What follows belongs to an exercise in optimizing a design on an open flow for small area; a production flow would make more cautious choices.
Function was checked by simulation only, so behaviour that the tests miss may differ from the original.

==> flow/design.v, too long to show whole: its modules and the start of the top module <==
// module top: 206 lines
// module lane0: 398 lines
// module lane1: 400 lines
// module lane2: 400 lines
// module l1eng: 1141 lines
module top (
    input clk,
    input rst_n,
    input [7:0] pixel_in,
    input pixel_valid,
    output [6:0] hex,
    output finish,
    output signed [11:0] score0,
    output signed [11:0] score1
);
  // ...
==> flow/flow/run.sh <==
#!/bin/bash
# Standard layout with two changes to how the netlist is made (registers are untouched):
#  1. synthesis maps the logic with flow/abc.script, an area-oriented ABC script (the
#     standard one also buffers and upsizes for speed, which this design does not need);
#  2. flow/fixinv.py then chooses the polarity of adder and simple two-input cells so that
#     fewer inverters are needed (see its header).
# Floorplan through finish are the standard steps (standard.sh).
set -e
W=$PWD
rm -rf "$W/scripts_abc"
cp -r "$FLOW_HOME/scripts" "$W/scripts_abc"
cp flow/abc.script "$W/scripts_abc/abc_speed.script"
sed "s|make -C |make SCRIPTS_DIR=$W/scripts_abc -C |" standard.sh > standard_abc.sh
bash standard_abc.sh synth > synth.log 2>&1
R=orfs/results/$FLOW_PLATFORM/top/base
cp $R/1_2_yosys.v 1_2_yosys.abc.v
python3 flow/fixinv.py 1_2_yosys.abc.v 1_2_yosys.fixinv.v > fixinv.log 2>&1
cp 1_2_yosys.fixinv.v $R/1_2_yosys.v
rm -f $R/1_synth.odb $R/1_synth.sdc
bash standard.sh finish > layout.log 2>&1
==> flow/flow/abc.script <==
&get -n
&st
&dch
&nf -a
&st
&syn2
&dch -f
&nf -a
&st
&synch2
&nf -a
&st
&dch -f
&nf -a
&put
==> flow/flow/fixinv.py <==
#!/usr/bin/env python3
"""Netlist clean-up between synthesis and floorplan: fewer inverters.

Yosys maps adders to full/half-adder cells with inverters between them wherever the two
sides disagree on polarity. Many of those inverters can go:
  * a full adder is self-dual, FA(~a,~b,~c) = (~cout,~sum), so it can be "flipped";
  * an XOR/XNOR gate can take any input or output complemented (swap xor2 <-> xnor2);
  * a two-input AND/OR-type gate can take any polarity by choosing among
    and2/nand2/or2/nor2/nor2b/nand2b;
  * a half adder can be rebuilt from an XOR/XNOR gate and such a two-input gate.
Simulated annealing picks the polarities that minimise total cell area (inverters plus the
area of the chosen cells), then the netlist is rewritten. Registers, ports and all other
cells are kept as they are; the result is logically identical.

usage: fixinv4.py IN.v OUT.v
"""
import re, sys, random, math
from collections import defaultdict

P = 'sky130_fd_sc_hd__'
A_INV = 3.7536
OUTPINS = {'X', 'Y', 'Q', 'Q_N', 'COUT', 'SUM', 'HI', 'LO'}
CELL_RE = re.compile(r'^\s*(sky130_fd_sc_hd__\w+)\s+(\S+)\s*\((.*?)\);\s*$', re.S | re.M)
RESTARTS, SWEEPS = 6, 300
# AND-family: function = ((a^pa) & (b^pb)) ^ po
AND_IMPL = {
    (0, 0, 0): ('and2_1', 6.256, [('A', 'a'), ('B', 'b')], 'X'),
    (0, 0, 1): ('nand2_1', 3.7536, [('A', 'a'), ('B', 'b')], 'Y'),
    (1, 1, 0): ('nor2_1', 3.7536, [('A', 'a'), ('B', 'b')], 'Y'),
    (1, 1, 1): ('or2_1', 6.256, [('A', 'a'), ('B', 'b')], 'X'),
    (1, 0, 0): ('nor2b_1', 6.256, [('A', 'a'), ('B_N', 'b')], 'Y'),
    (0, 1, 0): ('nor2b_1', 6.256, [('A', 'b'), ('B_N', 'a')], 'Y'),
    (1, 0, 1): ('nand2b_1', 6.256, [('A_N', 'a'), ('B', 'b')], 'Y'),
    (0, 1, 1): ('nand2b_1', 6.256, [('A_N', 'b'), ('B', 'a')], 'Y'),
}
# original AND-family cells: (pin a, pin b, out pin, (pa, pb, po), area)
AND_CELLS = {
    'and2_0': ('A', 'B', 'X', (0, 0, 0), 6.256), 'and2_1': ('A', 'B', 'X', (0, 0, 0), 6.256),
    'nand2_1': ('A', 'B', 'Y', (0, 0, 1), 3.7536),
    'or2_0': ('A', 'B', 'X', (1, 1, 1), 6.256), 'or2_1': ('A', 'B', 'X', (1, 1, 1), 6.256),
    'nor2_1': ('A', 'B', 'Y', (1, 1, 0), 3.7536),
    'nor2b_1': ('A', 'B_N', 'Y', (1, 0, 0), 6.256), 'and2b_1': ('A_N', 'B', 'X', (1, 0, 0), 7.5072),
    'nand2b_1': ('A_N', 'B', 'Y', (1, 0, 1), 6.256), 'or2b_1': ('A', 'B_N', 'X', (1, 0, 1), 7.5072),
}
XOR_CELLS = {'xor2_1': ('A', 'B', 'X', 0), 'xnor2_1': ('A', 'B', 'Y', 1)}

def main(src, dst):
    text = open(src).read()
    cells = []
    for m in CELL_RE.finditer(text):
        pins = [(pm.group(1), pm.group(2).strip()) for pm in re.finditer(r'\.(\w+)\(([^()]*)\)', m.group(3))]
        cells.append({'type': m.group(1), 'name': m.group(2), 'pins': pins, 'span': (m.start(), m.end())})
    head, tail = text[:cells[0]['span'][0]], text[cells[-1]['span'][1]:]
    outs = set(m.group(2) for m in re.finditer(r'^\s*output\s+(\[[^\]]*\]\s*)?(\w+);', head, re.M))
    def is_port(net): return net.split('[')[0].strip() in outs
    driver = {}
    for i, c in enumerate(cells):
        for pin, net in c['pins']:
            if pin in OUTPINS: driver[net] = (i, pin)
    inv_of = {}
    for i, c in enumerate(cells):
        if c['type'] in (P + 'inv_1', P + 'clkinv_1'):
            p = dict(c['pins'])
            if not is_port(p['Y']): inv_of[p['Y']] = (p['A'], i)
    removable = set(i for (_, i) in inv_of.values())
    def base(net):
        pol = 0
        while net in inv_of:
            net = inv_of[net][0]; pol ^= 1
        return net, pol
    # ---- nodes ----
    nv = 0
    in_var = {}    # (cell, pin) -> var   (pin receives complement when var = 1)
    out_var = {}   # (cell, pin) -> var   (output carries complement when var = 1)
    node_vars = {}
    kind = {}
    for i, c in enumerate(cells):
        t = c['type'][len(P):]
        if i in removable: continue
        if t == 'fa_1':
            v = nv; nv += 1
            for pin in ('A', 'B', 'CIN'): in_var[(i, pin)] = v
            for pin in ('COUT', 'SUM'): out_var[(i, pin)] = v
            kind[i] = 'fa'; node_vars[i] = [v]
        elif t == 'ha_1':
            va, vb, vs, vc = nv, nv + 1, nv + 2, nv + 3; nv += 4
            in_var[(i, 'A')] = va; in_var[(i, 'B')] = vb
            out_var[(i, 'SUM')] = vs; out_var[(i, 'COUT')] = vc
            kind[i] = 'ha'; node_vars[i] = [va, vb, vs, vc]
        elif t in XOR_CELLS:
            pa, pb, po, _ = XOR_CELLS[t]
            va, vb, vo = nv, nv + 1, nv + 2; nv += 3
            in_var[(i, pa)] = va; in_var[(i, pb)] = vb; out_var[(i, po)] = vo
            kind[i] = 'xor'; node_vars[i] = [va, vb, vo]
        elif t in AND_CELLS:
            pa, pb, po, pol, area = AND_CELLS[t]
            va, vb, vo = nv, nv + 1, nv + 2; nv += 3
            in_var[(i, pa)] = va; in_var[(i, pb)] = vb; out_var[(i, po)] = vo
            kind[i] = 'and'; node_vars[i] = [va, vb, vo]
    x = [0] * nv
    def node_cost(i):
        k = kind[i]
        if k == 'fa' or k == 'xor': return 0.0
        vs = [x[v] for v in node_vars[i]]
        if k == 'ha':
            if vs == [0, 0, 0, 0]: return 12.512
            return 8.7584 + AND_IMPL[(vs[0], vs[1], vs[3])][1]
        t = cells[i]['type'][len(P):]
        pa, pb, po, pol, area = AND_CELLS[t]
        if vs == [0, 0, 0]: return area
        return AND_IMPL[(pol[0] ^ vs[0], pol[1] ^ vs[1], pol[2] ^ vs[2])][1]
    # ---- classes ----
    cls_drv = {}; cls_sinks = defaultdict(list); cls_fixed = defaultdict(set)
    for i, c in enumerate(cells):
        if i in removable: continue
        for pin, net in c['pins']:
            if pin in OUTPINS: continue
            b, pol = base(net)
            v = in_var.get((i, pin), -1)
            if v < 0: cls_fixed[b].add(pol)
            else: cls_sinks[b].append((v, pol))
    for net in list(driver.keys()):
        if is_port(net):
            b, pol = base(net); cls_fixed[b].add(pol)
    blist = sorted(set(cls_sinks) | set(cls_fixed))
    C_drv = []
    for b in blist:
        d = driver.get(b)
        C_drv.append(out_var.get(d, -1) if d else -1)
    C_sinks = [cls_sinks[b] for b in blist]
    C_fixed = [cls_fixed[b] for b in blist]
    bidx = {b: k for k, b in enumerate(blist)}
    touch = defaultdict(list)
    for k, b in enumerate(blist):
        vs = set([C_drv[k]] if C_drv[k] >= 0 else []) | set(v for v, _ in C_sinks[k])
        for v in vs: touch[v].append(k)
    var_node = {}
    for i, vs in node_vars.items():
        for v in vs: var_node[v] = i
    def ccost(k):
        dv = C_drv[k]; dp = x[dv] if dv >= 0 else 0
        for w in C_fixed[k]:
            if w != dp: return A_INV
        for (v, pol) in C_sinks[k]:
            if (pol ^ x[v]) != dp: return A_INV
        return 0.0
    def total_cost():
        return sum(ccost(k) for k in range(len(blist))) + sum(node_cost(i) for i in node_vars)
    t0 = total_cost()
    print(f'inverters {sum(1 for c in cells if c["type"] in (P + "inv_1", P + "clkinv_1"))}, model {t0:.1f}', file=sys.stderr)
    best, best_x = t0, x[:]
    for seed in range(RESTARTS):
        rnd = random.Random(seed + 1)
        x[:] = [0] * nv
        tot = total_cost()
        for it in range(SWEEPS):
            T = 8.0 * (0.08 / 8.0) ** (it / (SWEEPS - 1)) if it < SWEEPS - 20 else 0.0
            order = list(range(nv)); rnd.shuffle(order)
            for v in order:
                ks = touch[v]; ni = var_node[v]
                before = sum(ccost(k) for k in ks) + node_cost(ni)
                x[v] ^= 1
                d = sum(ccost(k) for k in ks) + node_cost(ni) - before
                if d <= 1e-9 or (T > 0 and rnd.random() < math.exp(-d / T)):
                    tot += d
                else:
                    x[v] ^= 1
            if tot < best - 1e-9: best, best_x = tot, x[:]
        print(f'restart {seed}: {tot:.1f} (best {best:.1f})', file=sys.stderr)
    x[:] = best_x
    # ---- rewrite ----
    newcells, extra_wires, invnet = [], [], {}
    def get_inv(b):
        if b not in invnet:
            n = f'_fixinv{len(invnet)}_'
            invnet[b] = n; extra_wires.append(n)
            newcells.append({'type': P + 'inv_1', 'name': f'_fixinv_cell{len(invnet)}_', 'pins': [('A', b), ('Y', n)]})
        return invnet[b]
    def dpol(b):
        k = bidx.get(b)
        if k is None: return 0
        dv = C_drv[k]
        return x[dv] if dv >= 0 else 0
    def actual(net, want_rel):
        b, pol = base(net)
        return b if (pol ^ want_rel) == dpol(b) else get_inv(b)
    changed = 0
    for i, c in enumerate(cells):
        if i in removable: continue
        k = kind.get(i); p = dict(c['pins'])
        if k is None:
            newcells.append({'type': c['type'], 'name': c['name'],
                             'pins': [(pin, net if pin in OUTPINS else actual(net, 0)) for pin, net in c['pins']]})
        elif k == 'fa':
            f = x[node_vars[i][0]]
            newcells.append({'type': c['type'], 'name': c['name'],
                             'pins': [(pin, net if pin in OUTPINS else actual(net, f)) for pin, net in c['pins']]})
        elif k == 'ha':
            na, nb, ns, nc = [x[v] for v in node_vars[i]]
            a = actual(p['A'], na); b = actual(p['B'], nb)
            if [na, nb, ns, nc] == [0, 0, 0, 0]:
                newcells.append({'type': c['type'], 'name': c['name'], 'pins': [('A', a), ('B', b), ('COUT', p['COUT']), ('SUM', p['SUM'])]})
            else:
                changed += 1
                sx = na ^ nb ^ ns
                newcells.append({'type': P + ('xnor2_1' if sx else 'xor2_1'), 'name': c['name'] + '_s',
                                 'pins': [('A', a), ('B', b), ('Y' if sx else 'X', p['SUM'])]})
                cell, area, pm, op = AND_IMPL[(na, nb, nc)]
                newcells.append({'type': P + cell, 'name': c['name'] + '_c',
                                 'pins': [(pn, a if s_ == 'a' else b) for pn, s_ in pm] + [(op, p['COUT'])]})
        elif k == 'xor':
            t = c['type'][len(P):]
            pa, pb, po, inv0 = XOR_CELLS[t]
            na, nb, no = [x[v] for v in node_vars[i]]
            a = actual(p[pa], na); b = actual(p[pb], nb)
            sx = inv0 ^ na ^ nb ^ no
            if (na, nb, no) != (0, 0, 0): changed += 1
            newcells.append({'type': P + ('xnor2_1' if sx else 'xor2_1'), 'name': c['name'],
                             'pins': [('A', a), ('B', b), ('Y' if sx else 'X', p[po])]})
        else:
            t = c['type'][len(P):]
            pa, pb, po, pol, area = AND_CELLS[t]
            na, nb, no = [x[v] for v in node_vars[i]]
            a = actual(p[pa], na); b = actual(p[pb], nb)
            if (na, nb, no) == (0, 0, 0):
                newcells.append({'type': c['type'], 'name': c['name'],
                                 'pins': [(pin, net if pin in OUTPINS else actual(net, 0)) for pin, net in c['pins']]})
            else:
                changed += 1
                cell, area2, pm, op = AND_IMPL[(pol[0] ^ na, pol[1] ^ nb, pol[2] ^ no)]
                newcells.append({'type': P + cell, 'name': c['name'],
                                 'pins': [(pn, a if s_ == 'a' else b) for pn, s_ in pm] + [(op, p[po])]})
    for net in list(driver.keys()):
        if is_port(net):
            b, pol = base(net)
            if b == net and dpol(b) != 0: raise SystemExit(f'port net {net} would carry a complement')
    esc = lambda n: n + ' ' if n.startswith('\\') else n
    body = ''.join(f"  {c['type']} {esc(c['name'])} (\n" + ',\n'.join(f"    .{pp}({esc(n)})" for pp, n in c['pins']) + '\n  );\n' for c in newcells)
    open(dst, 'w').write(head.rstrip() + '\n' + ''.join(f'  wire {w};\n' for w in extra_wires) + body + tail)
    print(f'inverters now {sum(1 for c in newcells if c["type"] == P + "inv_1")}, cells changed {changed}', file=sys.stderr)

if __name__ == '__main__':
    main(sys.argv[1], sys.argv[2])
==> flow/standard.sh <==
#!/bin/bash
# synth_recipe.tcl (not shown) runs the flow's synth.tcl, then flattens the netlist and writes it again
# the make line also repeats each setting of config.mk as NAME=value (left out here)
make -C /OpenROAD-flow-scripts/flow DESIGN_CONFIG=/design/flow/config.mk WORK_HOME=/design/flow/orfs CLKGATE_MAP_FILE= SYNTH_SCRIPT=/design/flow/synth_recipe.tcl "${@:-finish}"
==> flow/config.mk <==
export PLATFORM = sky130hd
export DESIGN_NAME = top
export DESIGN_NICKNAME = top
export VERILOG_FILES = /design/flow/design.v
export SDC_FILE = /design/flow/constraint.sdc
export NUM_CORES = 8
export LEC_CHECK = 0
export CAP_MARGIN = 20
export CORE_MARGIN = 2
export CORE_UTILIZATION = 40
export CTS_BUF_LIST = sky130_fd_sc_hd__clkbuf_16
export CTS_CLUSTER_DIAMETER = 100
export CTS_CLUSTER_SIZE = 24
export SLEW_MARGIN = 20
==> flow/constraint.sdc <==
create_clock -name core_clock -period 13.0 [get_ports {clk}]
set_input_delay 2.6000 -clock core_clock [delete_from_list [all_inputs] [get_ports {clk}]]
set_output_delay 2.6000 -clock core_clock [all_outputs]
set_load 0.01 [all_outputs]
==> metrics.md, run 1 <==
| Metric | Value |
|---|---|
| Least-Margin Pin Slew | `1.20 ns` |
| Met1 Resource Use GR | `32.9%` |
| Area grow syn2layout | `9.12%` |
| Vias post-DR | `49300` |
| R2R cell count | `31` |
| Total wire length | `247000 um` |
| Average size of a mapped cell | `14.7 sq um` |
| Worst reg2reg endpoint | `qx[23]` |
| YS warnings | `1` |
| Cells after synthesis | `5354` |
| HPWL after detailed placement | `175000 um` |
| R2R Setup Slk | `2.31 ns` |
| CP dominant cell by count | `fa_1` |
| Setup Buffers After CTS | `0` |
| Final Core Density | `44.0%` |
| First-pass GRT wire length | `359000 um` |
| Clkbuf count | `70` |
| Critical Path Stages | `23` |
| Multi-input gate area | `37900 sq um` |
| H-tree levels | `3` |
| Signal buffers | `207` |
| Reg with most FFs | `sr` |
| Cell area after layout | `85800 sq um` |
| Vias per cell | `5.97` |
| Status | `timing/DRC/antenna clean` |
| Full die area | `200000 sq um` |
| CP Data Arrival Time | `11.93 ns` |
| Post-DP Area | `83700 sq um` |
| Worst setup path endpoint | `q2[2]` |
| Crit path from | `pixel_in[1]` |
==> inputs of run 2 (changes only) <==
--- a/flow/config.mk
+++ b/flow/config.mk
@@ -7,3 +7,3 @@
 export LEC_CHECK = 0
-export CAP_MARGIN = 20
+export CAP_MARGIN = 5
 export CORE_MARGIN = 2
@@ -13,2 +13,2 @@
 export CTS_CLUSTER_SIZE = 24
-export SLEW_MARGIN = 20
+export SLEW_MARGIN = 5
==> run 2 against run 1 <==
Sequential share of layout area up 0.062 points. Synthesized cell count unchanged. Final area shrank 0.13%. Critical path depth is the same. Non-clock buffer count decreased by 3. Sequential cell count unchanged. Final cell count barely moved. Via count up 0.17%. Maximum frequency decreased by 0.28%. Global-route usage about the same. Highest routed layer unchanged.
==> metrics.md, run 2 <==
| Metric | Value |
|---|---|
| Most frequent cells in the layout | `edfxtp_1 (1267), fa_1 (926), xor2_1 (414), inv_1 (292), a22oi_1 (284)` |
| First-pass GRT wire length | `359000 um (about the same)` |
| Worst-path clk slew | `0.09 ns` |
| R2R cell count | `29 (-6.5%)` |
| Fmax | `0.0875 GHz` |
| Top Ports | `43` |
| Port Buffers | `41` |
| Nets | `6590` |
| Worst reg2reg endpoint | `qx[19]` |
| Hold_sp | `sr[137]` |
| CP Data Arrival Time | `11.94 ns (about the same)` |
| Min cycle time layout | `11.44 ns` |
| Total grt overflow | `0` |
| Largest net degree at the start of global routing | `177` |
| WP data required | `13.51 ns` |
| Worst Path Buf+Inv | `3` |
| Worst-path cell chain | `clkdlybuf4s50_1 > inv_1 > xnor2_1 > fa_1 > fa_1 > fa_1 > fa_1 > fa_1 > fa_1 > fa_1 > fa_1 > fa_1 > fa_1 > fa_1 > fa_1 > fa_1 > fa_1 > fa_1 > fa_1 > fa_1 > xor2_1 > buf_4 > nor2_1` |
| Post-place setup slack | `0.808 ns` |
| Syn_nets | `6343` |
| Max reg flops | `448` |
| Setup CP Type | `in -> reg` |
| H-tree levels | `3 (unchanged)` |
| Setup TNS | `0 ns` |
| Average size of a mapped cell | `14.7 sq um (unchanged)` |
| Peak per-stage delay on the critical path | `0.63 ns` |
| Initial DRT Pass Iterations | `9` |
| CTS Hold Buffers Added | `0` |
| Total CTS buffers | `70` |
| Root buf cell | `clkbuf_16` |
| Vias post-DR | `49400 (+0.17%)` |
| Clock latency (worst-skew pair) | `0.74 ns` |
| Die height | `447 um` |
| Final worst setup slack | `1.56 ns` |
| CTS resizes | `0` |
| # DRC | `0` |
| Die width | `447 um` |
| R2R Setup Slk | `2.35 ns (+0.04 ns)` |
| Reg with most FFs | `sr` |
| Final Slew Violations | `0` |
| Initial Util | `40.3%` |
| Final setup fails | `0` |
| Clock Path Buffers | `3` |
| Status | `timing/DRC/antenna clean` |
| Cells after synthesis | `5354 (unchanged)` |
| Total wire length | `246000 um (-0.28%)` |
| DRT iter0 DRCs | `6410` |
| Post-DRT Antenna Nets | `0` |
| Synth Cell Area | `78700 sq um` |
| YS warnings | `1 (unchanged)` |
| Least-Margin Pin Slew | `1.34 ns (+0.136 ns)` |
| Initial antenna violation count | `1` |
| CP dominant cell by count | `fa_1` |
| Most common cell after layout, fill and taps aside | `edfxtp_1` |
| Hold path cells | `0` |
| Critical-path top delay cell | `clkdlybuf4s50_1` |
| Final hold vios | `0` |
| Worst hold endpoint | `sr[145]` |
| Critical Path Sink Type | `flip-flop` |
| Number of global-route vias before repair | `51000` |
| CTS tree | `built` |
| Fin crit share | `88.0%` |
| Startpoint types | `input port` |
| Rows | `162` |
| Area grow syn2layout | `8.98%` |
| HPWL after detailed placement | `175000 um (about the same)` |
| Layout cell share with drive strength beyond 1 | `5.48%` |
| Final Core Density | `43.9% (-0.058 points)` |
| Vias per cell | `5.98 (+0.21%)` |
| Crit Path Max Fanout | `12` |
| Clock Sinks | `1343` |
| Max Cap Viol | `0` |
| RSZ-0062 raised after global routing | `false` |
| RePlAce Congestion | `0.996` |
| Rel. slew slack | `10.4%` |
| CP delay by family, top | `adder cells` |
| Setup Buffers After CTS | `0 (unchanged)` |
| Total GRT Usage | `24.7%` |
| Critical R2R Launch | `e_opk[4]` |
| Core ar. | `195000 sq um` |
| Wirelength per Cell | `29.8 um` |
| Worst Skew | `0.0543 ns` |
| Full die area | `200000 sq um (unchanged)` |
| HP Class | `reg -> reg` |
==> run 2: how the worst max path moves through the flow <==
stage	startpoint	end	cells after the start
final	pixel_in[1]	q3[6]	23
after global routing	pixel_in[1]	q4[5]	23
after CTS	pixel_in[1]	q1[4]	23
after detailed placement	pixel_in[1]	q1[4]	23
after global placement	pixel_in[1]	q2[11]	23
after floorplan	pixel_in[0]	q0[0]	20
==> run 2: layout make-up <==
cell class / instances / area [sq um]
antenna: 1 / 2.50
clock buffer: 70 / 1750
clock inverter: 35 / 363
fill: 17400 / 109000
inverter: 274 / 1030
multi-input combinational: 3708 / 37800
sequential: 1343 / 39800
tap: 2624 / 3280
timing repair buffer: 204 / 1670
==> run 2: stage by stage <==
stage	cells	instance area (sq um)	hold WS [ns]
floorplan	5354	78700	0.400
global placement	8153	83600	0.401
detailed placement	8153	83600	0.405
CTS	8258	85700	0.402
global route	8258	85700	0.405
finish	8259	85700	0.392
==> run 2: layer usage <==
metal / global-route usage [%] / vias to the layer above / share of wire [%]
li1: - / 20400 / -
met3: 4.34 / 573 / 8.4
met5: 0 / - / 0
met2: 39.8 / 2484 / 47
met4: 10.1 / 0 / 4.9
met1: 33.2 / 25900 / 40
==> run 2: worst register-to-register path, delay by kind of cell, from the launching register on <==
family | cells | cell delay (ns)
simple gates | 2 | 1.76
buf+inv | 2 | 0.75
xor+xnor | 3 | 0.85
flops | 1 | 0.58
fa+ha+maj | 6 | 3.06
compound gates | 16 | 3.46
==> inputs of run 3 (changes only) <==
--- a/flow/config.mk
+++ b/flow/config.mk
@@ -7,3 +7,3 @@
 export LEC_CHECK = 0
-export CAP_MARGIN = 5
+export CAP_MARGIN = 20
 export CORE_MARGIN = 2
@@ -12,3 +12,3 @@
 export CTS_CLUSTER_DIAMETER = 100
-export CTS_CLUSTER_SIZE = 24
-export SLEW_MARGIN = 5
+export CTS_CLUSTER_SIZE = 28
+export SLEW_MARGIN = 20
==> run 3 against run 2 <==
Final cell count about the same. Clock skew increased by 0.0040 ns. Global-route usage decreased by 0.073 points. Worst hold slack improved by 0.031 ns. Critical path depth unchanged. Sequential cell count unchanged. Non-clock buffer count increased by 3. Routed wire length about the same. Worst setup slack improved by 0.077 ns. Synthesized area unchanged.
==> metrics.md, run 3 <==
| Metric | Value |
|---|---|
| Die height | `447 um (unchanged)` |
| # DRC | `0 (unchanged)` |
| Layout cell share with drive strength beyond 1 | `5.38% (-0.10 points)` |
| DRT iter0 DRCs | `6550 (+2.2%)` |
| CTS resizes | `0 (unchanged)` |
| Fill cell count | `17500 (+0.51%)` |
| HPWL after detailed placement | `175000 um (about the same)` |
| Status | `timing/DRC/antenna clean` |
| Initial antenna violation count | `1 (unchanged)` |
| Total wire length | `246000 um (about the same)` |
| Most common cell after layout, fill and taps aside | `edfxtp_1` |
| Core ar. | `195000 sq um (unchanged)` |
| Vias per cell | `5.99 (about the same)` |
| First-pass GRT wire length | `358000 um (-0.22%)` |
| Least-Margin Pin Slew | `1.19 ns (-0.152 ns)` |
| WP data required | `13.57 ns (+0.06 ns)` |
| Clock Path Buffers | `3 (unchanged)` |
| Initial DRT Pass Iterations | `8 (-1)` |
| Setup Buffers After CTS | `0 (unchanged)` |
| Cells after synthesis | `5354 (unchanged)` |
| Ant. Diodes | `0 (-1)` |
| Fin crit share | `87.4% (-0.60 points)` |
| Clock latency (worst-skew pair) | `0.76 ns (+0.02 ns)` |
| Number of global-route vias before repair | `51000 (-0.029%)` |
| Setup CP Type | `in -> reg` |
| Root buf cell | `clkbuf_16` |
| Final Core Density | `43.8% (-0.14 points)` |
| Final Slew Violations | `0 (unchanged)` |
| Die width | `447 um (unchanged)` |
| Wirelength per Cell | `29.8 um (about the same)` |
| Cell area after layout | `85500 sq um (-0.31%)` |
| Max Cap Viol | `0 (unchanged)` |
| Rows | `162 (unchanged)` |
| Crit Path Max Fanout | `12 (unchanged)` |
| Total grt overflow | `0 (unchanged)` |
| Syn_nets | `6343 (unchanged)` |
| Synth Cell Area | `78700 sq um (unchanged)` |
| Total GRT Usage | `24.6% (-0.073 points)` |
| CTS Hold Buffers Added | `0 (unchanged)` |
| Setup TNS | `0 ns (unchanged)` |
| Max reg flops | `448 (unchanged)` |
| RePlAce Congestion | `0.996 (unchanged)` |
| Fmax | `0.0880 GHz (+0.68%)` |
| Post-DRT Antenna Nets | `0 (unchanged)` |
| Layout Cells excl Fill | `8256 (-0.036%)` |
| HP Class | `reg -> reg` |
| Worst-path clk slew | `0.10 ns (about the same)` |
| Most frequent cells in the layout | `edfxtp_1 (1267), fa_1 (926), xor2_1 (407), inv_1 (303), a22oi_1 (284)` |
| Min cycle time layout | `11.36 ns (-0.0774 ns)` |
| Reg with most FFs | `sr` |
| Critical Path Sink Type | `flip-flop` |
| YS warnings | `1 (unchanged)` |
| CTS tree | `built` |
| Startpoint types | `input port` |
| Vias post-DR | `49400 (+0.055%)` |
| H-tree levels | `2 (-1)` |
| Worst Skew | `0.0583 ns (+0.00397 ns)` |
| Average size of a mapped cell | `14.7 sq um (unchanged)` |
| Final setup fails | `0 (unchanged)` |
| Rel. slew slack | `20.6% (+10 points)` |
| Clock Sinks | `1343 (unchanged)` |
| Full die area | `200000 sq um (unchanged)` |
| Total CTS buffers | `57 (-19%)` |
| Top Ports | `43 (unchanged)` |
| CP Data Arrival Time | `11.92 ns (-0.02 ns)` |
| Final hold vios | `0 (unchanged)` |
| Initial Util | `40.3% (unchanged)` |
| Post-DP Area | `83700 sq um (about the same)` |
| Area grow syn2layout | `8.64%` |
| Largest net degree at the start of global routing | `177 (unchanged)` |
| RSZ-0062 raised after global routing | `false` |
| Nets | `6580 (-0.15%)` |
| Port Buffers | `41 (unchanged)` |
| Dpl cells | `8155 (+0.025%)` |
[run 3: cell count changes in the layout (fill, tap and decap cells not counted), sizes merged]
cell      before  now
clkbuf        70   57
inv          300  307
buf          164  167
diode          1    0
clkinvlp       0    1
[run 3: layer usage]
layer  GRT usage [%]  wire length (um)  part of all wire, %  vias to the layer above
met5               0                13               0.0053                        -
met4            10.6             12700                  5.1                        2
met3            4.10             19900                  8.1                      574
met2            39.9            116000                   47                     2473
met1            32.9             97500                   40                    26000
li1                -                 -                    -                    20400
[run 3: area by class of cell]
class                           count  area [sq um]  share of cell area [%]
Sequential cell                  1343         39800                    46.6
Multi-Input combinational cell   3708         37900                    44.3
Tap cell                         2624          3280                    3.84
Timing Repair Buffer              207          1700                    1.99
Clock buffer                       57          1430                    1.67
Inverter                          274          1030                    1.20
Clock inverter                     43           327                   0.382
[run 3: worst paths after layout]
path / startpoint / slack (ns) / endpoint / cells past startpoint
setup / recovery: pixel_in[1] / 1.64 / q0[8] / 23
hold / removal: sr[348] / 0.42 / sr[356] / 0
setup reg to reg: e_opk[4] / 2.32 / qx[23] / 29
hold reg to reg: sr[348] / 0.42 / sr[356] / 0
max in group asynchronous: rst_n / 10.44 / e_fc / 2
min in group asynchronous: rst_n / 1.93 / fin / 2
[run 3: critical path, cell delays in order]
cell	delay (ns)
clkdlybuf4s50_1	0.64
inv_1	0.12
xnor2_1	0.58
fa_1	0.54
fa_1	0.53
fa_1	0.43
fa_1	0.52
fa_1	0.45
fa_1	0.51
fa_1	0.42
fa_1	0.39
fa_1	0.40
fa_1	0.39
fa_1	0.44
fa_1	0.40
fa_1	0.39
fa_1	0.40
fa_1	0.39
fa_1	0.39
fa_1	0.38
xor2_1	0.17
buf_4	0.19
nor2_1	0.25
[run 3: through the flow]
step / hold slack, ns / setup slack [ns]
2_1_floorplan: 0.400 / 1.88
3_3_place_gp: 0.401 / 0.828
3_5_place_dp: 0.405 / 0.853
4_1_cts: 0.420 / 1.67
5_1_grt: 0.432 / 1.31
6_report: 0.422 / 1.64
==> inputs of run 4 (changes only) <==
--- a/flow/config.mk
+++ b/flow/config.mk
@@ -12,3 +12,3 @@
 export CTS_CLUSTER_DIAMETER = 100
-export CTS_CLUSTER_SIZE = 28
+export CTS_CLUSTER_SIZE = 26
 export SLEW_MARGIN = 20
==> run 4 against run 3 <==
Still clean on timing, DRC and antenna. Sequential share of layout area shrank 0.063 points. Die area is the same. Global-route usage is essentially flat. Non-clock buffer count shrank 1. First-iteration DRC count shrank 1.8%. Via count shrank 0.35%. Worst hold slack lost 0.0027 ns. Critical path depth is the same. Sequential cell count is the same. Final area grew 0.14%. Critical endpoint is now q0[2]. Largest cell class unchanged.
==> metrics.md, run 4 <==
| Metric | Value |
|---|---|
| Status | `timing/DRC/antenna clean` |
| Fin crit share | `87.3% (about the same)` |
| Ant. Diodes | `0 (unchanged)` |
| Met1 Resource Use GR | `32.8% (-0.10 points)` |
| Initial Util | `40.3% (unchanged)` |
| H-tree levels | `2 (unchanged)` |
| Min cycle time layout | `11.35 ns (-0.00707 ns)` |
| YS warnings | `1 (unchanged)` |
| Final setup fails | `0 (unchanged)` |
| CTS resizes | `0 (unchanged)` |
| Area grow syn2layout | `8.79%` |
| Largest net degree at the start of global routing | `177 (unchanged)` |
| Vias per cell | `5.96 (-0.39%)` |
| CTS Hold Buffers Added | `0 (unchanged)` |
| Clock Path Buffers | `3 (unchanged)` |
| Reg with most FFs | `sr` |
| Average size of a mapped cell | `14.7 sq um (unchanged)` |
| Critical R2R Launch | `e_opk[4]` |
| Dpl cells | `8155 (unchanged)` |
| Most frequent cells in the layout | `edfxtp_1 (1267), fa_1 (926), xor2_1 (408), inv_1 (306), a22oi_1 (284)` |
| WP data required | `13.55 ns (-0.02 ns)` |
| Total wire length | `246000 um (about the same)` |
| Final worst setup slack | `1.65 ns (+0.00707 ns)` |
| Layout cell share with drive strength beyond 1 | `5.43% (+0.049 points)` |
| Cells after synthesis | `5354 (unchanged)` |
| Most common cell after layout, fill and taps aside | `edfxtp_1` |
| Vias post-DR | `49300 (-0.35%)` |
| Total grt overflow | `0 (unchanged)` |
| Core ar. | `195000 sq um (unchanged)` |
| Port Buffers | `41 (unchanged)` |
| Number of global-route vias before repair | `51100 (+0.094%)` |
| Die height | `447 um (unchanged)` |
| Post-DP Area | `83700 sq um (unchanged)` |
| Final Slew Violations | `0 (unchanged)` |
| CP Data Arrival Time | `11.90 ns (-0.02 ns)` |
| Top Ports | `43 (unchanged)` |
| Max Cap Viol | `0 (unchanged)` |
| Final hold vios | `0 (unchanged)` |
| M3 GR Usage | `4.44% (+0.33 points)` |
| Setup TNS | `0 ns (unchanged)` |
| CTS tree | `built` |
| Max reg flops | `448 (unchanged)` |
| Total CTS buffers | `61 (+7.0%)` |
| Crit Path Max Fanout | `12 (unchanged)` |
| Syn_nets | `6343 (unchanged)` |
| RSZ-0062 raised after global routing | `false` |
| First-pass GRT wire length | `358000 um (about the same)` |
| RePlAce Congestion | `0.996 (unchanged)` |
| # DRC | `0 (unchanged)` |
| Least-Margin Pin Slew | `1.22 ns (+0.0364 ns)` |
| Initial antenna violation count | `2 (+1)` |
| Wirelength per Cell | `29.8 um (about the same)` |
| DRT iter0 DRCs | `6430 (-1.8%)` |
| Full die area | `200000 sq um (unchanged)` |
| Crit path from | `pixel_in[1]` |
| Worst Hold Slack | `0.420 ns (-0.00273 ns)` |
| Worst Path Buf+Inv | `3 (unchanged)` |
| Clock latency (worst-skew pair) | `0.76 ns (about the same)` |
| Synth Cell Area | `78700 sq um (unchanged)` |
| Hold_sp | `sr[358]` |
| Root buf cell | `clkbuf_16` |
| Fmax | `0.0881 GHz (about the same)` |
| Die width | `447 um (unchanged)` |
| Initial DRT Pass Iterations | `9 (+1)` |
| Total GRT Usage | `24.7% (about the same)` |
| Nets | `6583 (+0.046%)` |
| CP delay by family, top | `adder cells` |
| Worst-path cell chain | `clkdlybuf4s50_1 > inv_1 > xnor2_1 > fa_1 > fa_1 > fa_1 > fa_1 > fa_1 > fa_1 > fa_1 > fa_1 > fa_1 > fa_1 > fa_1 > fa_1 > fa_1 > fa_1 > fa_1 > fa_1 > fa_1 > xor2_1 > buf_4 > nor2_1` |
| Cell area after layout | `85600 sq um (+0.14%)` |
| Clock Sinks | `1343 (unchanged)` |
| Setup Buffers After CTS | `0 (unchanged)` |
| Most crowded layer after global routing | `met2` |
| Critical Path Sink Type | `flip-flop` |
| Rows | `162 (unchanged)` |
| Fill cell count | `17500 (-0.13%)` |
| Worst-path clk slew | `0.10 ns (about the same)` |
| HPWL after detailed placement | `175000 um (unchanged)` |
| Worst Skew | `0.0613 ns (+0.00294 ns)` |
| Startpoint types | `input port` |
| Post-DRT Antenna Nets | `0 (unchanged)` |
| Critical-path top delay cell | `clkdlybuf4s50_1` |
| Layout Cells excl Fill | `8260 (+0.048%)` |
| Rel. slew slack | `18.1% (-2.4 points)` |
| HP Class | `reg -> reg` |
| CP dominant cell by count | `fa_1` |
| Setup CP Type | `in -> reg` |
| Peak per-stage delay on the critical path | `0.63 ns (about the same)` |
| Post-place setup slack | `0.853 ns (unchanged)` |
| Met2 global-route usage | `39.9% (about the same)` |
-- run 4: through the flow --
| step | utilization [%] |
|---|---|
| floorplan | - |
| global placement | 42.8 |
| detailed placement | 42.9 |
| CTS | 43.8 |
| global route | 43.8 |
| finish | 43.8 |
-- run 4: worst paths after layout --
check	endpoint	slack, ns	cells past startpoint
setup / recovery	q0[2]	1.65	23
hold / removal	sr[366]	0.42	0
setup reg to reg	qx[23]	2.29	29
hold reg to reg	sr[366]	0.42	0
max in group asynchronous	rp[2]	10.46	2
min in group asynchronous	fin	1.92	2
-- run 4: metal layers --
layer	vias to the layer above	part of all wire, %
met5	-	0.012
met4	4	5.0
met3	583	8.6
met2	2535	47
met1	25800	39
li1	20400	-
-- run 4: cell type report --
cell class | instances | area, sq um | area share [%]
tap | 2624 | 3280 | 3.84
timing repair buffer | 206 | 1700 | 1.98
sequential | 1343 | 39800 | 46.5
clock buffer | 61 | 1530 | 1.78
multi-input combinational | 3708 | 37900 | 44.3
inverter | 274 | 1030 | 1.20
clock inverter | 44 | 348 | 0.406
==> inputs of run 5 (changes only) <==
--- a/flow/flow/fixinv.py
+++ b/flow/flow/fixinv.py
@@ -14,3 +14,3 @@
 
-usage: fixinv4.py IN.v OUT.v
+usage: fixinv.py IN.v OUT.v
 """
@@ -23,3 +23,3 @@
 CELL_RE = re.compile(r'^\s*(sky130_fd_sc_hd__\w+)\s+(\S+)\s*\((.*?)\);\s*$', re.S | re.M)
-RESTARTS, SWEEPS = 6, 300
+RESTARTS, SWEEPS = 12, 500
 # AND-family: function = ((a^pa) & (b^pb)) ^ po
==> run 5 against run 4 <==
Sequential cell count unchanged. Largest cell class unchanged. Clock skew fell by 0.017 ns. Critical path type unchanged. Count of clock-buffer cells in the layout up 9. Final area increased by 0.27%. Still clean on timing, DRC and antenna. Routed wire length decreased by 3.7%.
==> metrics.md, run 5 <==
| Metric | Value |
|---|---|
| Max reg flops | `448 (unchanged)` |
| Total wire length | `237000 um (-3.7%)` |
| Number of global-route vias before repair | `50600 (-0.87%)` |
| Vias post-DR | `48700 (-1.2%)` |
| Setup Buffers After CTS | `0 (unchanged)` |
| RSZ-0062 raised after global routing | `false` |
| Min cycle time layout | `11.43 ns (+0.0842 ns)` |
| Total grt overflow | `0 (unchanged)` |
| CTS tree | `built` |
| Post-DRT Antenna Nets | `0 (unchanged)` |
| Critical Path Sink Type | `flip-flop` |
| # DRC | `0 (unchanged)` |
| Die width | `447 um (about the same)` |
| YS warnings | `1 (unchanged)` |
| Clock Path Buffers | `3 (unchanged)` |
| Peak per-stage delay on the critical path | `0.61 ns (-0.02 ns)` |
| Initial Util | `40.3% (about the same)` |
| Port Buffers | `41 (unchanged)` |
| Clock Sinks | `1343 (unchanged)` |
| Ant. Diodes | `0 (unchanged)` |
| Largest net degree at the start of global routing | `205 (+16%)` |
| CTS resizes | `0 (unchanged)` |
| HPWL after detailed placement | `169000 um (-3.5%)` |
| Crit Path Max Fanout | `12 (unchanged)` |
| Reg with most FFs | `sr` |
| Initial antenna violation count | `0 (-2)` |
| Core ar. | `195000 sq um (-0.10%)` |
| Syn_nets | `6330 (-0.20%)` |
| Most frequent cells in the layout | `edfxtp_1 (1267), fa_1 (926), xnor2_1 (373), xor2_1 (328), nor2_1 (296)` |
| WP data required | `13.51 ns (-0.04 ns)` |
| Max Cap Viol | `0 (unchanged)` |
| Cells after synthesis | `5359 (+0.093%)` |
| Average size of a mapped cell | `14.7 sq um (-0.20%)` |
| Rows | `162 (unchanged)` |
| Setup CP Type | `in -> reg` |
| Total GRT Usage | `24.0% (-0.71 points)` |
| HP Class | `reg -> reg` |
| Rel. slew slack | `18.1% (-0.034 points)` |
| Most common cell after layout, fill and taps aside | `edfxtp_1` |
| First-pass GRT wire length | `349000 um (-2.7%)` |
| Final Slew Violations | `0 (unchanged)` |
| Area grow syn2layout | `9.20%` |
| Root buf cell | `clkbuf_16` |
| Startpoint types | `input port` |
| Top Ports | `43 (unchanged)` |
| Layout cell share with drive strength beyond 1 | `5.74% (+0.32 points)` |
| Post-DP Area | `83600 sq um (about the same)` |
| Wirelength per Cell | `28.7 um (-3.7%)` |
| Worst-path clk slew | `0.09 ns (about the same)` |
| Worst Skew | `0.0438 ns (-0.0175 ns)` |
| RePlAce Congestion | `0.983 (-1.3%)` |
| Worst Hold Slack | `0.413 ns (-0.00682 ns)` |
| CP dominant cell by count | `fa_1` |
| Setup TNS | `0 ns (unchanged)` |
| Fin crit share | `88.0% (+0.65 points)` |
| Cell area after layout | `85800 sq um (+0.27%)` |
| Status | `timing/DRC/antenna clean` |
| Clock latency (worst-skew pair) | `0.73 ns (-0.03 ns)` |
| Worst-path cell chain | `clkdlybuf4s50_1 > inv_1 > fa_1 > fa_1 > fa_1 > fa_1 > fa_1 > fa_1 > fa_1 > fa_1 > fa_1 > fa_1 > fa_1 > fa_1 > fa_1 > fa_1 > fa_1 > fa_1 > fa_1 > fa_1 > nor2_1` |
| Total CTS buffers | `67 (+9.8%)` |
| CP Data Arrival Time | `11.94 ns (+0.04 ns)` |
| Final setup fails | `0 (unchanged)` |
| Vias per cell | `5.89 (-1.3%)` |
| Critical-path top delay cell | `fa_1` |
| Synth Cell Area | `78600 sq um (-0.11%)` |
| CTS Hold Buffers Added | `0 (unchanged)` |
| Fill cell count | `17600 (+0.43%)` |
| Least-Margin Pin Slew | `1.22 ns (-0.00411 ns)` |
| Die height | `447 um (about the same)` |
| Initial DRT Pass Iterations | `9 (unchanged)` |
| Fmax | `0.0875 GHz (-0.74%)` |
| Final hold vios | `0 (unchanged)` |
| DRT iter0 DRCs | `6237 (-3.0%)` |
| Nets | `6578 (-0.076%)` |
| Full die area | `200000 sq um (-0.11%)` |
| H-tree levels | `3 (+1)` |
run 5: final cells by class:
class,instances,area [sq um],area share (%)
inverters,262,983,1.15
multi-input cells,3725,37800,44.1
repair buffers,208,1710,1.99
flip-flops and latches,1343,39800,46.4
clock inverters,32,434,0.506
well taps,2624,3280,3.83
clock buffers,70,1750,2.04
run 5: stage by stage:
step	util, %	setup slack, ns	cells
3_3_place_gp	42.9	0.946	8162
4_1_cts	44.0	1.63	8264
6_report	44.0	1.57	8264
3_5_place_dp	42.9	0.827	8162
5_1_grt	44.0	1.32	8264
2_1_floorplan	-	1.88	5359
run 5: final timing paths:
kind                             startpoint       to  slack (ns)  depth (start not counted)
worst max-delay path            pixel_in[5]   q3[18]        1.57                         21
worst min-delay path                sr[315]  sr[323]        0.41                          0
worst max register to register       col[1]   q3[18]        2.42                         23
worst min register to register      sr[315]  sr[323]        0.41                          0
max in group asynchronous             rst_n     e_fc       10.57                          2
min in group asynchronous             rst_n      fin        1.97                          2
run 5: layer usage:
layer | track usage, % | vias up | wire (um)
met2 | 39.1 | 2411 | 113000
met5 | 0 | - | 0
met4 | 9.63 | 0 | 11300
met1 | 31.9 | 25300 | 93600
li1 | - | 20400 | -
met3 | 3.93 | 531 | 19100
run 5: worst max-delay path, delay by kind of cell:
kind	cells	cell delay, ns
buf+inv	2	0.79
fa+ha+maj	18	8.17
simple gates	1	0.37
==> inputs of run 6 (changes only) <==
--- a/flow/config.mk
+++ b/flow/config.mk
@@ -12,3 +12,3 @@
 export CTS_CLUSTER_DIAMETER = 100
-export CTS_CLUSTER_SIZE = 26
+export CTS_CLUSTER_SIZE = 28
 export SLEW_MARGIN = 20
==> run 6 against run 5 <==
Synthesized area did not move. Critical endpoint is now q2[18]. Critical path depth did not move. Critical path type unchanged. Worst setup slack better by 0.0062 ns.
==> metrics.md, run 6 <==
| Metric | Value |
|---|---|
| Status | `timing/DRC/antenna clean` |
| Root buf cell | `clkbuf_16` |
| WP data required | `13.50 ns (about the same)` |
| Cells after synthesis | `5359 (unchanged)` |
| Ant. Diodes | `0 (unchanged)` |
| Reg with most FFs | `sr` |
| Max reg flops | `448 (unchanged)` |
| Vias per cell | `5.92 (+0.44%)` |
| YS warnings | `1 (unchanged)` |
| Clock Sinks | `1343 (unchanged)` |
| Cell area after layout | `85800 sq um (about the same)` |
| Largest net degree at the start of global routing | `205 (unchanged)` |
| Total wire length | `236000 um (-0.29%)` |
| Layout cell share with drive strength beyond 1 | `5.73% (-0.016 points)` |
| RSZ-0062 raised after global routing | `false` |
| R2R cell count | `23 (unchanged)` |
| Initial Util | `40.3% (unchanged)` |
| Full die area | `200000 sq um (unchanged)` |
| Die width | `447 um (unchanged)` |
| Worst hold endpoint | `sr[344]` |
| Wirelength per Cell | `28.6 um (-0.27%)` |
| Critical R2R Launch | `col[1]` |
| Die height | `447 um (unchanged)` |
| Worst Skew | `0.0499 ns (+0.00611 ns)` |
| Least-Margin Pin Slew | `1.19 ns (-0.0338 ns)` |
| Clock latency (worst-skew pair) | `0.73 ns (about the same)` |
| Top Ports | `43 (unchanged)` |
| Most frequent cells in the layout | `edfxtp_1 (1267), fa_1 (926), xnor2_1 (372), xor2_1 (328), nor2_1 (296)` |
| Max Cap Viol | `0 (unchanged)` |
| Vias post-DR | `48900 (+0.42%)` |
| Critical Path Sink Type | `flip-flop` |
| Total grt overflow | `0 (unchanged)` |
| Total CTS buffers | `66 (-1.5%)` |
| Final hold vios | `0 (unchanged)` |
| Setup CP Type | `in -> reg` |
| Synth Cell Area | `78600 sq um (unchanged)` |
| Final Slew Violations | `0 (unchanged)` |
| Worst-path clk slew | `0.10 ns (about the same)` |
| Rel. slew slack | `20.1% (+2.0 points)` |
| Total GRT Usage | `23.9% (-0.043 points)` |
| Crit path from | `pixel_in[5]` |
| Rows | `162 (unchanged)` |
| HP Class | `reg -> reg` |
| R2R Setup Slk | `2.42 ns (about the same)` |
| CTS resizes | `0 (unchanged)` |
| Crit Path Max Fanout | `12 (unchanged)` |
| Fin crit share | `87.9% (about the same)` |
| Port Buffers | `41 (unchanged)` |
| Area grow syn2layout | `9.21% (about the same)` |
| Nets | `6577 (-0.015%)` |
| Clock Path Buffers | `3 (unchanged)` |
| Startpoint types | `input port` |
| DRT iter0 DRCs | `6329 (+1.5%)` |
| Multi-input gate area | `37800 sq um (about the same)` |
| Hold path cells | `0 (unchanged)` |
| # DRC | `0 (unchanged)` |
| Setup TNS | `0 ns (unchanged)` |
| CTS tree | `built` |
| RePlAce Congestion | `0.983 (unchanged)` |
| HPWL after detailed placement | `169000 um (unchanged)` |
| Hold_sp | `sr[336]` |
| Core ar. | `195000 sq um (unchanged)` |
| Post-DRT Antenna Nets | `0 (unchanged)` |
| Min cycle time layout | `11.43 ns (-0.00620 ns)` |
| CTS Hold Buffers Added | `0 (unchanged)` |
| Setup Buffers After CTS | `0 (unchanged)` |
| Syn_nets | `6330 (unchanged)` |
| Post-DP Area | `83600 sq um (unchanged)` |
| Register Area | `39800 sq um (unchanged)` |
| Average size of a mapped cell | `14.7 sq um (unchanged)` |
| Initial antenna violation count | `2 (+2)` |
| Number of global-route vias before repair | `50600 (-0.093%)` |
| First-pass GRT wire length | `348000 um (about the same)` |
| Worst reg2reg endpoint | `q2[18]` |
| Fmax | `0.0875 GHz (about the same)` |
| H-tree levels | `3 (unchanged)` |
| Most common cell after layout, fill and taps aside | `edfxtp_1` |
| Fill cell count | `17600 (-0.040%)` |
| CP Data Arrival Time | `11.93 ns (about the same)` |
| Final setup fails | `0 (unchanged)` |
| Initial DRT Pass Iterations | `10 (+1)` |
==> run 6: worst max-delay path: stages <==
cell             delay, ns
clkdlybuf4s50_1       0.60
inv_1                 0.19
fa_1                  0.59
fa_1                  0.45
fa_1                  0.55
fa_1                  0.43
fa_1                  0.52
fa_1                  0.44
fa_1                  0.52
fa_1                  0.42
fa_1                  0.41
fa_1                  0.39
fa_1                  0.39
fa_1                  0.39
fa_1                  0.42
fa_1                  0.43
fa_1                  0.41
fa_1                  0.41
fa_1                  0.39
fa_1                  0.61
nor2_1                0.37
==> run 6: stage by stage <==
stage	util, %	hold WS, ns	std cells	setup WS, ns
2_1_floorplan	-	0.400	5359	1.88
3_5_place_dp	42.9	0.405	8162	0.827
3_3_place_gp	42.9	0.401	8162	0.946
6_report	44.0	0.410	8262	1.57
4_1_cts	44.0	0.404	8262	1.63
5_1_grt	44.0	0.412	8262	1.31
==> run 6: per-layer routing <==
| metal | track usage (%) | vias to the layer above | share of wire (%) |
|---|---|---|---|
| met1 | 32.0 | 25400 | 39 |
| met2 | 39.0 | 2526 | 48 |
| met5 | 0 | - | 0 |
| met3 | 3.91 | 551 | 8.3 |
| met4 | 9.56 | 0 | 4.8 |
| li1 | - | 20400 | - |
==> run 6: layout make-up <==
| class | instances | area share, % |
|---|---|---|
| tap | 2624 | 3.83 |
| timing repair buffer | 208 | 1.99 |
| clock buffer | 68 | 1.98 |
| clock inverter | 32 | 0.570 |
| multi-input combinational | 3725 | 44.1 |
| sequential | 1343 | 46.4 |
| inverter | 262 | 1.15 |
==> run 6: worst max path at each step <==
stage / end / cells past startpoint
after floorplan: q0[0] / 20
after global routing: q4[18] / 21
after global placement: q0[12] / 21
final: q2[18] / 21
after CTS: q0[18] / 21
after detailed placement: q2[18] / 21

## afterwards: timing with drivers on the ports
The flow's constraints put no driver on any port. The routed layouts listed below were extracted and timed again, unchanged, in two steps. Step 1 assumes that a clkbuf_16 drives the clock port and a buf_2 every other input. Step 2 adds t to the input delays and takes it off the output delays; t is the mean of the earliest and latest rising clock arrival at the registers after step 1. Input paths then give back, and output paths get back, about the clock's delay inside the block. Slacks: ideal / step 1 / step 2; pairs: ideal / step 1.
run | shift t [ns] | setup WS [ns] | clock arrival spread, ns | slew at the worst register clock pin (ns) | worst data-port slew with drivers (ns)
run 1 | 0.806 | 1.597 / 1.656 / 0.850 | 0.055 / 0.056 | 0.10 / 0.10 | 0.07
run 2 | 0.804 | 1.565 / 1.630 / 0.826 | 0.054 / 0.054 | 0.10 / 0.10 | 0.08
run 3 | 0.818 | 1.642 / 1.704 / 0.886 | 0.062 / 0.062 | 0.12 / 0.12 | 0.07
run 4 | 0.812 | 1.649 / 1.712 / 0.899 | 0.064 / 0.063 | 0.11 / 0.11 | 0.07
run 5 | 0.794 | 1.565 / 1.630 / 0.836 | 0.043 / 0.043 | 0.11 / 0.11 | 0.07
run 6 | 0.794 | 1.571 / 1.636 / 0.842 | 0.055 / 0.055 | 0.12 / 0.12 | 0.07
After both steps every run listed still meets setup and hold. The setup slack of run 3, which loses most, moves by +0.062 ns with the drivers and by -0.756 ns with both steps.
